This is an optimization exercise on Yosys and OpenROAD, whose aim is small area, a short achievable clock period and few clock cycles per item, not a production implementation. Where RTL was checked, it was by simulation tests only, not by an equivalence proof against the original. The flow treats the clock pin as an ideal source, which a real chip does not have. Power is estimated from default activity; no workload was simulated.

run A:
// sobel_gx_gy
module sobel_gx_gy#(
    parameter p_data_bits = 8
) (
    input wire i_clk,
    input wire i_rst,
    output wire busy_out,
    input wire valid_in,
    input wire [9*p_data_bits-1:0] data_in,
    output reg valid_out,
    output reg [p_data_bits-1:0] data_out_gx,
    output reg [p_data_bits-1:0] data_out_gy
);
Size in the first run: ~65 flip-flops, about 93 I/O pins.
Settings: LEC_CHECK=0, ABC_AREA=1, CAP_MARGIN=20, CORE_MARGIN=2, CORE_UTILIZATION=55, SLEW_MARGIN=20; clock period 4.2 ns.
standard.sh (not shown) runs the stock make flow with config.mk's settings and CLKGATE_MAP_FILE= SYNTH_SCRIPT=/design/flow/synth_recipe.tcl, a recipe that flattens the netlist after the stock synthesis.
==> flow/flow/run.sh <==
#!/bin/bash
# Standard ORFS layout with these changes:
#  - Yosys's synth runs with -noabc, so its generic ABC pass does not
#    restructure the written-out carry-save adders before extract_fa maps them
#    to full-adder cells (the registers and the final ABC mapping are as in
#    the standard synthesis);
#  - clock tree synthesis adds no dummy loads;
#  - the port buffers are plain buf_1 cells instead of the resizer's default
#    pick (a 10 um2 delay buffer);
#  - after clock tree synthesis, flow/skew.tcl puts a clock buffer in front of
#    the output registers (clkbuf_1, _2 or _4 by load), so their clock arrives
#    a little later.  This gives
#    the register-to-register paths that end there more time; the input paths
#    are untouched, and the output paths only lose slack;
#  - then flow/swap.tcl lets the resizer swap equivalent input pins (only that)
#    aiming at a period of about 1.6 ns.
set -euo pipefail
export BUFFER_PORTS_ARGS="-buffer_cell sky130_fd_sc_hd__buf_1"
export SYNTH_ARGS="-noabc"
# ORFS cts.tcl arguments, plus -dont_use_dummy_load (no dummy clock loads)
export CTS_ARGS="-sink_clustering_enable -repair_clock_nets -dont_use_dummy_load"
R=orfs/results/sky130hd/sobel_gx_gy/base
bash standard.sh cts > orfs_to_cts.log 2>&1
SKEW_SMALL=1 SKEW_IN=$R/4_cts.odb SKEW_OUT=$R/4_cts_skew.odb SKEW_CELL=sky130_fd_sc_hd__clkbuf_4 \
  openroad -no_init -exit flow/skew.tcl > skew.log 2>&1
SWAP_IN=$R/4_cts_skew.odb SWAP_SDC=$R/4_cts.sdc SWAP_OUT=$R/4_cts_swap.odb SWAP_MARGIN=2.6 \
  openroad -no_init -exit flow/swap.tcl > swap.log 2>&1
mv -f $R/4_cts_swap.odb $R/4_cts.odb
rm -f $R/4_cts_skew.odb
bash standard.sh finish > orfs_finish.log 2>&1
==> flow/flow/skew.tcl <==
# Delay the clock of the output registers (data_out_*, valid_out) by putting
# one clock buffer between each leaf clock net and the output registers on it.
# These registers end the pipeline's internal register-to-register paths; the
# later clock gives those paths more time and leaves the input paths alone.
set odb_in  $::env(SKEW_IN)
set odb_out $::env(SKEW_OUT)
set cell    $::env(SKEW_CELL)
read_db $odb_in
set db [ord::get_db]
set block [ord::get_db_block]
set master [$db findMaster $cell]
set groups [dict create]
foreach inst [$block getInsts] {
  set n [$inst getName]
  if {[string match {data_out_g*} $n] || [string match {valid_out*} $n]} {
    set it [$inst findITerm CLK]
    if {$it eq "NULL" || $it eq ""} { continue }
    set net [$it getNet]
    dict lappend groups [$net getName] $it
  }
}
set k 0
if {[info exists ::env(SKEW_SINGLE)]} {
  # one buffer for all output registers, fed from the leaf net that has most of them
  set best ""; set bn 0; set all {}
  dict for {netname iterms} $groups {
    set all [concat $all $iterms]
    if {[llength $iterms] > $bn} { set bn [llength $iterms]; set best $netname }
  }
  set groups [dict create $best $all]
}
dict for {netname iterms} $groups {
  set net [$block findNet $netname]
  set nn [odb::dbNet_create $block "skewnet_$k"]
  $nn setSigType CLOCK
  set cnt [llength $iterms]
  set m $master
  if {[info exists ::env(SKEW_SMALL)]} {
    # smaller buffers for the small groups
    if {$cnt <= 2} { set m [$db findMaster sky130_fd_sc_hd__clkbuf_1] } elseif {$cnt <= 5} { set m [$db findMaster sky130_fd_sc_hd__clkbuf_2] }
  }
  set buf [odb::dbInst_create $block $m "skewbuf_$k"]
  # place at the centroid of the sinks
  set sx 0; set sy 0
  foreach it $iterms {
    set inst [$it getInst]
    set bb [$inst getBBox]
    set sx [expr {$sx + [$bb xMin]}]; set sy [expr {$sy + [$bb yMin]}]
    $it disconnect
    $it connect $nn
  }
  set cnt [llength $iterms]
  $buf setLocation [expr {$sx / $cnt}] [expr {$sy / $cnt}]
  $buf setPlacementStatus PLACED
  [$buf findITerm A] connect $net
  [$buf findITerm X] connect $nn
  puts "skew: buffer skewbuf_$k on $netname drives $cnt output registers"
  incr k
}
detailed_placement
check_placement
write_db $odb_out
Other scripts of this flow, unchanged in this note and not shown: flow/flow/swap.tcl
Run A went all the way through synthesis, placement and routing and the layout is clean on timing, DRC and antenna.
Testbench counts of run A, summed over its fixed seeds: cycles 3,216, items 3,200.
### run A -> run B
- CORE_UTILIZATION now 72, was 55
--- outcome ---
- Cell count after placement shrinks by a few percent when moving from run A to run B.
- | worst voltage drop across the vdd grid | lower: run A |
- On fraction of area in registers, run B and run A are neck and neck.
- Looking at final cycle utilization of the critical path across run B and run A, the one that comes out lower is run A.
- On wire length of the first global-routing pass: between run B and run A, it ends up higher for run A.
- Comparing the two runs side by side, run B comes out ahead of run A on area of all placed cells without fillers.
- Lower post-route minimum period goes to run A over run B.
- Going from run A to run B, the slack of the worst reg-to-reg path was found to have gone down by 0.03 ns.
Inputs modified between run B and run C:
- CORE_UTILIZATION changed from 72 to 65
diff --git a/flow/flow/run.sh b/flow/flow/run.sh
--- a/flow/flow/run.sh
+++ b/flow/flow/run.sh
@@ -10,4 +10,3 @@
 #  - after clock tree synthesis, flow/skew.tcl puts a clock buffer in front of
-#    the output registers (clkbuf_1, _2 or _4 by load), so their clock arrives
-#    a little later.  This gives
+#    the output registers, so their clock arrives a little later.  This gives
 #    the register-to-register paths that end there more time; the input paths
@@ -23,3 +22,3 @@
 bash standard.sh cts > orfs_to_cts.log 2>&1
-SKEW_SMALL=1 SKEW_IN=$R/4_cts.odb SKEW_OUT=$R/4_cts_skew.odb SKEW_CELL=sky130_fd_sc_hd__clkbuf_4 \
+SKEW_IN=$R/4_cts.odb SKEW_OUT=$R/4_cts_skew.odb SKEW_CELL=sky130_fd_sc_hd__clkbuf_4 \
   openroad -no_init -exit flow/skew.tcl > skew.log 2>&1
diff --git a/flow/flow/skew.tcl b/flow/flow/skew.tcl
--- a/flow/flow/skew.tcl
+++ b/flow/flow/skew.tcl
@@ -22,11 +22,2 @@
 set k 0
-if {[info exists ::env(SKEW_SINGLE)]} {
-  # one buffer for all output registers, fed from the leaf net that has most of them
-  set best ""; set bn 0; set all {}
-  dict for {netname iterms} $groups {
-    set all [concat $all $iterms]
-    if {[llength $iterms] > $bn} { set bn [llength $iterms]; set best $netname }
-  }
-  set groups [dict create $best $all]
-}
 dict for {netname iterms} $groups {
@@ -35,9 +26,3 @@
   $nn setSigType CLOCK
-  set cnt [llength $iterms]
-  set m $master
-  if {[info exists ::env(SKEW_SMALL)]} {
-    # smaller buffers for the small groups
-    if {$cnt <= 2} { set m [$db findMaster sky130_fd_sc_hd__clkbuf_1] } elseif {$cnt <= 5} { set m [$db findMaster sky130_fd_sc_hd__clkbuf_2] }
-  }
-  set buf [odb::dbInst_create $block $m "skewbuf_$k"]
+  set buf [odb::dbInst_create $block $master "skewbuf_$k"]
   # place at the centroid of the sinks
==> run summary <==
The final layout from run C, which completed every stage, passed the timing, design-rule and antenna checks at the end of the flow.
Global-route usage was higher in the run labelled run B.
The power of run C is lower than that of run B.
Run C vs run B: switching power share of the total down in run C
On cell area after placement: run C sits above run B.
Setup slack in run C is larger than in run B.
In the flow results for run C and run B, the worst vdd rail ir drop is larger on run B.

========
sobel_gx_gy, a different RTL version from the one above (not shown whole).
Size: about 440 cells after synthesis, about 93 I/O pins.
export LEC_CHECK = 0
export ABC_AREA = 1
export CAP_MARGIN = 20
export CORE_MARGIN = 2
export CORE_UTILIZATION = 65
export SLEW_MARGIN = 20
create_clock -name core_clock -period 4.2 [get_ports {i_clk}]
==> flow/flow/run.sh <==
#!/bin/bash
# Standard ORFS layout, except that the port buffers are plain buf_1 cells
# instead of the resizer's default pick (a 10 um2 delay buffer).
set -euo pipefail
export BUFFER_PORTS_ARGS="-buffer_cell sky130_fd_sc_hd__buf_1"
bash standard.sh finish > orfs_flow.log 2>&1
Testbench counts at the start, summed over its fixed seeds: cycles 3,216, items 3,200.
Rerun with:
Settings changed: ABC_AREA 1 to unset, CORE_UTILIZATION 65 to 40.
What happened:
- count of clock-buffer cells in the layout came out lower by 2
- worst setup slack loses 0.31 ns
- worst hold slack gets better by 0.022 ns
Rerun with:
Settings changed: ABC_AREA set to 1.
After rerunning: The changed run completed with no timing, DRC or antenna violations; critical path depth rose by 2; combinational power climbs by about 9%; power came out higher by 9.5%; maximum frequency goes up by 15%; setup slack improves by 0.31 ns.
Rerun with:
Settings changed: CTS_CLUSTER_DIAMETER set to 200, CTS_CLUSTER_SIZE set to 40.
Outcome: Design area is unchanged. Sequential cell count stays the same. Worst setup slack stays the same. Power does not change. Sequential power stays flat. Non-clock buffer count does not change. Maximum frequency is unchanged. Core utilization is unchanged. Wire length does not change.

========
red:
Another version of the RTL of sobel_gx_gy (not shown whole).
Size: roughly 280 cells after synthesis, ~93 I/O pins.
Settings: LEC_CHECK=0, ABC_AREA=1, CAP_MARGIN=20, CORE_MARGIN=2, CORE_UTILIZATION=65, PLACE_DENSITY=0.9, SLEW_MARGIN=20; clock period 4.2 ns.
==> flow/flow/run.sh <==
#!/bin/bash
# Standard ORFS layout with these changes:
#  - Yosys's synth runs with -noabc, so its generic ABC pass does not
#    restructure the written-out carry-save adders before extract_fa maps them
#    to full-adder cells (the registers and the final ABC mapping are as in
#    the standard synthesis);
#  - clock tree synthesis adds no dummy loads;
#  - the port buffers are plain buf_1 cells instead of the resizer's default
#    pick (a 10 um2 delay buffer);
#  - after clock tree synthesis, flow/skew.tcl puts a clock buffer in front of
#    the output registers (grouped by position, at most nine a buffer), so
#    their clock arrives a little later.  This gives
#    the register-to-register paths that end there more time; the input paths
#    are untouched, and the output paths only lose slack;
#  - then flow/swap.tcl lets the resizer swap equivalent input pins (only that)
#    aiming at a period of about 1.6 ns.
# Each tool's output goes to a log file of its own in this folder.
set -euo pipefail
export BUFFER_PORTS_ARGS="-buffer_cell sky130_fd_sc_hd__buf_1"
export SYNTH_ARGS="-noabc"
# ORFS cts.tcl arguments, plus -dont_use_dummy_load (no dummy clock loads)
export CTS_ARGS="-sink_clustering_enable -repair_clock_nets -dont_use_dummy_load"
R=orfs/results/sky130hd/sobel_gx_gy/base
bash standard.sh cts > orfs_to_cts.log 2>&1
SKEW_GROUP=9 SKEW_IN=$R/4_cts.odb SKEW_OUT=$R/4_cts_skew.odb SKEW_CELL=sky130_fd_sc_hd__clkbuf_4 \
  openroad -no_init -exit flow/skew.tcl > skew.log 2>&1
SWAP_IN=$R/4_cts_skew.odb SWAP_SDC=$R/4_cts.sdc SWAP_OUT=$R/4_cts_swap.odb SWAP_MARGIN=2.6 \
  openroad -no_init -exit flow/swap.tcl > swap.log 2>&1
mv -f $R/4_cts_swap.odb $R/4_cts.odb
rm -f $R/4_cts_skew.odb
bash standard.sh finish > orfs_finish.log 2>&1
Other scripts of this flow, unchanged in this note and not shown: flow/flow/skew.tcl, flow/flow/swap.tcl
red completed every stage of the flow, and the final layout passed the timing, design-rule and antenna checks.
Testbench counts of red, summed over its fixed seeds: cycles 3,216, items 3,200.
Changes in blue relative to red:
- a change of CORE_UTILIZATION from 65 to 55
Results
- The via count of the first global-routing pass in blue sits 63 above the value recorded for red.
- For time the final worst path needs with I/O delays and setup, red and blue come out practically identical.
- Compared blue against red; proportion of power drawn by the clock network within noise.
- Total chip power of blue exceeds that of red slightly.
- Status: setup slack of the critical path after layout parity (blue, red)

========
sobel_gx_gy, a different RTL version from the one above (not shown whole).
Size: roughly 400 cells after synthesis, roughly 73 flip-flops, about 93 I/O pins.
## sobel_gx_gy
module sobel_gx_gy#(
    parameter p_data_bits = 8
) (
    input wire i_clk,
    input wire i_rst,
    output wire busy_out,
    input wire valid_in,
    input wire [9*p_data_bits-1:0] data_in,
    output reg valid_out,
    output reg [p_data_bits-1:0] data_out_gx,
    output reg [p_data_bits-1:0] data_out_gy
);
wire [7:0] a00 = data_in[71:64];
wire [7:0] a10 = data_in[63:56];
wire [7:0] a20 = data_in[55:48];
wire [7:0] a01 = data_in[47:40];
wire [7:0] a21 = data_in[31:24];
wire [7:0] a02 = data_in[23:16];
wire [7:0] a12 = data_in[15:8];
wire [7:0] a22 = data_in[7:0];
wire [7:0] n20 = ~a20;
wire [7:0] n21 = ~a21;
wire [7:0] n22 = ~a22;
wire [7:0] n02 = ~a02;
wire [7:0] n12 = ~a12;
assign busy_out = 1'b0;
wire tx1_s1 = a00[1] ^ a02[1] ^ a01[0];
wire tx1_c2 = (a00[1] & a02[1]) | (a00[1] & a01[0]) | (a02[1] & a01[0]);
wire tx2_s3 = a00[2] ^ a02[2] ^ a01[1];
  ...
==> flow/config.mk <==
export PLATFORM = sky130hd
export DESIGN_NAME = sobel_gx_gy
export DESIGN_NICKNAME = sobel_gx_gy
export VERILOG_FILES = /design/flow/design.v
export SDC_FILE = /design/flow/constraint.sdc
export NUM_CORES = 4
export LEC_CHECK = 0
export ABC_AREA = 1
export CAP_MARGIN = 20
export CORE_MARGIN = 2
export CORE_UTILIZATION = 65
export SLEW_MARGIN = 20
==> flow/constraint.sdc <==
create_clock -name core_clock -period 4.2 [get_ports {i_clk}]
set_input_delay 0.8400 -clock core_clock [delete_from_list [all_inputs] [get_ports {i_clk}]]
set_output_delay 0.8400 -clock core_clock [all_outputs]
set_load 0.01 [all_outputs]
==> flow/flow/run.sh <==
#!/bin/bash
# Standard ORFS layout with two changes:
#  - the port buffers are plain buf_1 cells instead of the resizer's default
#    pick (a 10 um2 delay buffer);
#  - after clock tree synthesis, flow/skew.tcl puts a clock buffer in front of
#    the output registers, so their clock arrives a little later.  This gives
#    the register-to-register paths that end there more time; the input paths
#    are untouched, and the output paths only lose slack.
set -euo pipefail
export BUFFER_PORTS_ARGS="-buffer_cell sky130_fd_sc_hd__buf_1"
# ORFS cts.tcl arguments, plus -dont_use_dummy_load (no dummy clock loads)
export CTS_ARGS="-sink_clustering_enable -repair_clock_nets -dont_use_dummy_load"
R=orfs/results/sky130hd/sobel_gx_gy/base
bash standard.sh cts > orfs_to_cts.log 2>&1
SKEW_IN=$R/4_cts.odb SKEW_OUT=$R/4_cts_skew.odb SKEW_CELL=sky130_fd_sc_hd__clkbuf_4 \
  openroad -no_init -exit flow/skew.tcl > skew.log 2>&1
mv -f $R/4_cts_skew.odb $R/4_cts.odb
bash standard.sh finish > orfs_finish.log 2>&1
Other scripts of this flow, unchanged in this note and not shown: flow/flow/skew.tcl
Next try:
--- a/flow/flow/run.sh
+++ b/flow/flow/run.sh
@@ -10,4 +10,2 @@
 export BUFFER_PORTS_ARGS="-buffer_cell sky130_fd_sc_hd__buf_1"
-# ORFS cts.tcl arguments, plus -dont_use_dummy_load (no dummy clock loads)
-export CTS_ARGS="-sink_clustering_enable -repair_clock_nets -dont_use_dummy_load"
 R=orfs/results/sky130hd/sobel_gx_gy/base
Effect:
- combinational power hardly moves
- area after synthesis stays the same
- clock skew climbs by 0.0053 ns
No run of this note included a check of the RTL's function; only the layout flow was run.

========
Setup of oak:
RTL: one of the versions met above, not the one the previous note started from.
Size in the first run: roughly 65 flip-flops, about 93 I/O pins, about 0.0033 mm^2 of cells after synthesis.
==> flow/design.v (excerpt) <==
module sobel_gx_gy#(
    parameter p_data_bits = 8
) (
    input wire i_clk,
    input wire i_rst,
    output wire busy_out,
    input wire valid_in,
    input wire [9*p_data_bits-1:0] data_in,
    output reg valid_out,
    output reg [p_data_bits-1:0] data_out_gx,
    output reg [p_data_bits-1:0] data_out_gy
);
==> flow/config.mk <==
export PLATFORM = sky130hd
export DESIGN_NAME = sobel_gx_gy
export DESIGN_NICKNAME = sobel_gx_gy
export VERILOG_FILES = /design/flow/design.v
export SDC_FILE = /design/flow/constraint.sdc
export NUM_CORES = 4
export LEC_CHECK = 0
export ABC_AREA = 1
export CAP_MARGIN = 20
export CORE_MARGIN = 2
export CORE_UTILIZATION = 55
export SLEW_MARGIN = 20
==> flow/constraint.sdc <==
create_clock -name core_clock -period 4.2 [get_ports {i_clk}]
set_input_delay 0.8400 -clock core_clock [delete_from_list [all_inputs] [get_ports {i_clk}]]
set_output_delay 0.8400 -clock core_clock [all_outputs]
set_load 0.01 [all_outputs]
==> flow/flow/run.sh <==
#!/bin/bash
# Standard ORFS layout with these changes:
#  - Yosys's synth runs with -noabc, so its generic ABC pass does not
#    restructure the written-out carry-save adders before extract_fa maps them
#    to full-adder cells (the registers and the final ABC mapping are as in
#    the standard synthesis);
#  - clock tree synthesis adds no dummy loads;
#  - the port buffers are plain buf_1 cells instead of the resizer's default
#    pick (a 10 um2 delay buffer);
#  - after clock tree synthesis, flow/skew.tcl puts a clock buffer in front of
#    the output registers (grouped by position, at most nine a buffer), so
#    their clock arrives a little later.  This gives
#    the register-to-register paths that end there more time; the input paths
#    are untouched, and the output paths only lose slack;
#  - then flow/swap.tcl lets the resizer swap equivalent input pins (only that)
#    aiming at a period of about 1.6 ns.
# Each tool's output goes to a log file of its own in this folder.
set -euo pipefail
export BUFFER_PORTS_ARGS="-buffer_cell sky130_fd_sc_hd__buf_1"
export SYNTH_ARGS="-noabc"
# ORFS cts.tcl arguments, plus -dont_use_dummy_load (no dummy clock loads)
export CTS_ARGS="-sink_clustering_enable -repair_clock_nets -dont_use_dummy_load"
R=orfs/results/sky130hd/sobel_gx_gy/base
bash standard.sh cts > orfs_to_cts.log 2>&1
SKEW_GROUP=9 SKEW_IN=$R/4_cts.odb SKEW_OUT=$R/4_cts_skew.odb SKEW_CELL=sky130_fd_sc_hd__clkbuf_4 \
  openroad -no_init -exit flow/skew.tcl > skew.log 2>&1
SWAP_IN=$R/4_cts_skew.odb SWAP_SDC=$R/4_cts.sdc SWAP_OUT=$R/4_cts_swap.odb SWAP_MARGIN=2.6 \
  openroad -no_init -exit flow/swap.tcl > swap.log 2>&1
mv -f $R/4_cts_swap.odb $R/4_cts.odb
rm -f $R/4_cts_skew.odb
bash standard.sh finish > orfs_finish.log 2>&1
Other scripts of this flow, unchanged in this note and not shown: flow/flow/skew.tcl, flow/flow/swap.tcl
Testbench counts of oak, summed over its fixed seeds: cycles 3,216, items 3,200.
The following lists how pine was set up differently from oak:
Settings: CORE_UTILIZATION now 65, was 55.
## What came out
Going from oak to pine, detailed placer's ending HPWL went down by about 1.7%; via count of the first global-routing pass went down by 4.0%; tap cell count went down by 6.7%; initial cell density of the core went up by 9.9 points; arrival time reported for the critical path endpoint was more or less identical.
Final cell utilization of the core delta for pine relative to oak: 11 points higher
When the final numbers for oak and pine were put side by side, the routing usage on met1 turned out to be greater in pine.
Changes in birch relative to pine:
--- a/flow/flow/run.sh
+++ b/flow/flow/run.sh
@@ -7 +7 @@
-#  - clock tree synthesis adds no dummy loads;
+#  - clock tree synthesis uses clkbuf_4 and adds no dummy loads;
@@ -21,2 +21,3 @@
-# ORFS cts.tcl arguments, plus -dont_use_dummy_load (no dummy clock loads)
-export CTS_ARGS="-sink_clustering_enable -repair_clock_nets -dont_use_dummy_load"
+# ORFS cts.tcl arguments, plus -dont_use_dummy_load (no dummy clock loads),
+# with clkbuf_4 as the clock tree's buffer (as CTS_BUF_LIST would set it)
+export CTS_ARGS="-sink_clustering_enable -repair_clock_nets -dont_use_dummy_load -buf_list sky130_fd_sc_hd__clkbuf_4 -root_buf sky130_fd_sc_hd__clkbuf_4"
## What came out
[birch] clock network fraction of total power fell 3.7 points relative to pine
birch against pine: width of the die saw little to no change, sequential share of layout area up 0.50 points, final cycle utilization of the critical path up 1.4 points, data required time of the worst path about even, area added between synthesis and finish decreased 1.7 points.
Internal cell power in birch is about 6% lower than in pine
birch: clock latency on the worst-skew pair is 0.06 ns higher than what pine reported.
There was hardly any difference in total instance count after detailed placement between pine and birch.
Going from pine to birch, global routing usage on met1 stayed essentially flat, routed wire length on met3 stayed essentially flat.

## static timing again, ports no longer ideal
In the flow no input, the clock included, has a driving cell. The finished layouts below were timed again as built, in two steps. Step 1: set_driving_cell puts a clkbuf_16 on i_clk and a buf_2 on each other input, an assumption about the parent block. Step 2 moves the port delays by t, midway between the first and last clock arrival at a register: inputs arrive t later, outputs are due t later. That takes back most of the time a late clock gives input paths. a / b / c = ideal ports / drivers / drivers and shift; a / b = the first two.
| run | t, ns | slack for setup (ns) | worst hold slack (ns) | slew at the worst register clock pin (ns) | worst slew at a driven data input, ns |
|---|---|---|---|---|---|
| run A | 0.405 | 2.425 / 2.418 / 2.025 | 0.232 / 0.232 / 0.232 | 0.09 / 0.09 | 0.05 |
| run B | 0.405 | 2.391 / 2.396 / 1.991 | 0.272 / 0.272 / 0.272 | 0.07 / 0.07 | 0.05 |
| run C | 0.402 | 2.416 / 2.418 / 2.019 | 0.235 / 0.235 / 0.235 | 0.08 / 0.08 | 0.05 |
| the first run of note 2 | 0.371 | 2.210 / 2.210 / 1.954 | 0.416 / 0.416 / 0.416 | 0.07 / 0.07 | 0.05 |
| the second run of note 2 | 0.362 | 1.901 / 1.901 / 1.901 | 0.438 / 0.438 / 0.438 | 0.07 / 0.07 | 0.03 |
| the third run of note 2 | 0.368 | 2.207 / 2.207 / 1.971 | 0.408 / 0.408 / 0.408 | 0.08 / 0.08 | 0.04 |
| the fourth run of note 2 | 0.368 | 2.207 / 2.207 / 1.971 | 0.408 / 0.408 / 0.408 | 0.08 / 0.08 | 0.04 |
| red | 0.430 | 2.373 / 2.355 / 2.017 | 0.222 / 0.222 / 0.222 | 0.10 / 0.10 | 0.05 |
| blue | 0.418 | 2.374 / 2.374 / 2.010 | 0.229 / 0.229 / 0.229 | 0.09 / 0.09 | 0.06 |
| the first run of note 4 | 0.407 | 2.351 / 2.352 / 1.945 | 0.249 / 0.249 / 0.249 | 0.07 / 0.07 | 0.03 |
| the second run of note 4 | 0.416 | 2.363 / 2.366 / 1.950 | 0.248 / 0.248 / 0.248 | 0.07 / 0.07 | 0.03 |
| oak | 0.430 | 2.381 / 2.352 / 1.993 | 0.220 / 0.220 / 0.220 | 0.10 / 0.10 | 0.05 |
| pine | 0.426 | 2.388 / 2.360 / 2.004 | 0.211 / 0.211 / 0.211 | 0.10 / 0.10 | 0.05 |
| birch | 0.479 | 2.330 / 2.303 / 2.012 | 0.212 / 0.212 / 0.212 | 0.10 / 0.10 | 0.05 |
After both steps every run listed still meets setup and hold. The setup slack of the second run of note 4, which loses most, moves by +0.003 ns with the drivers and by -0.413 ns with both steps.
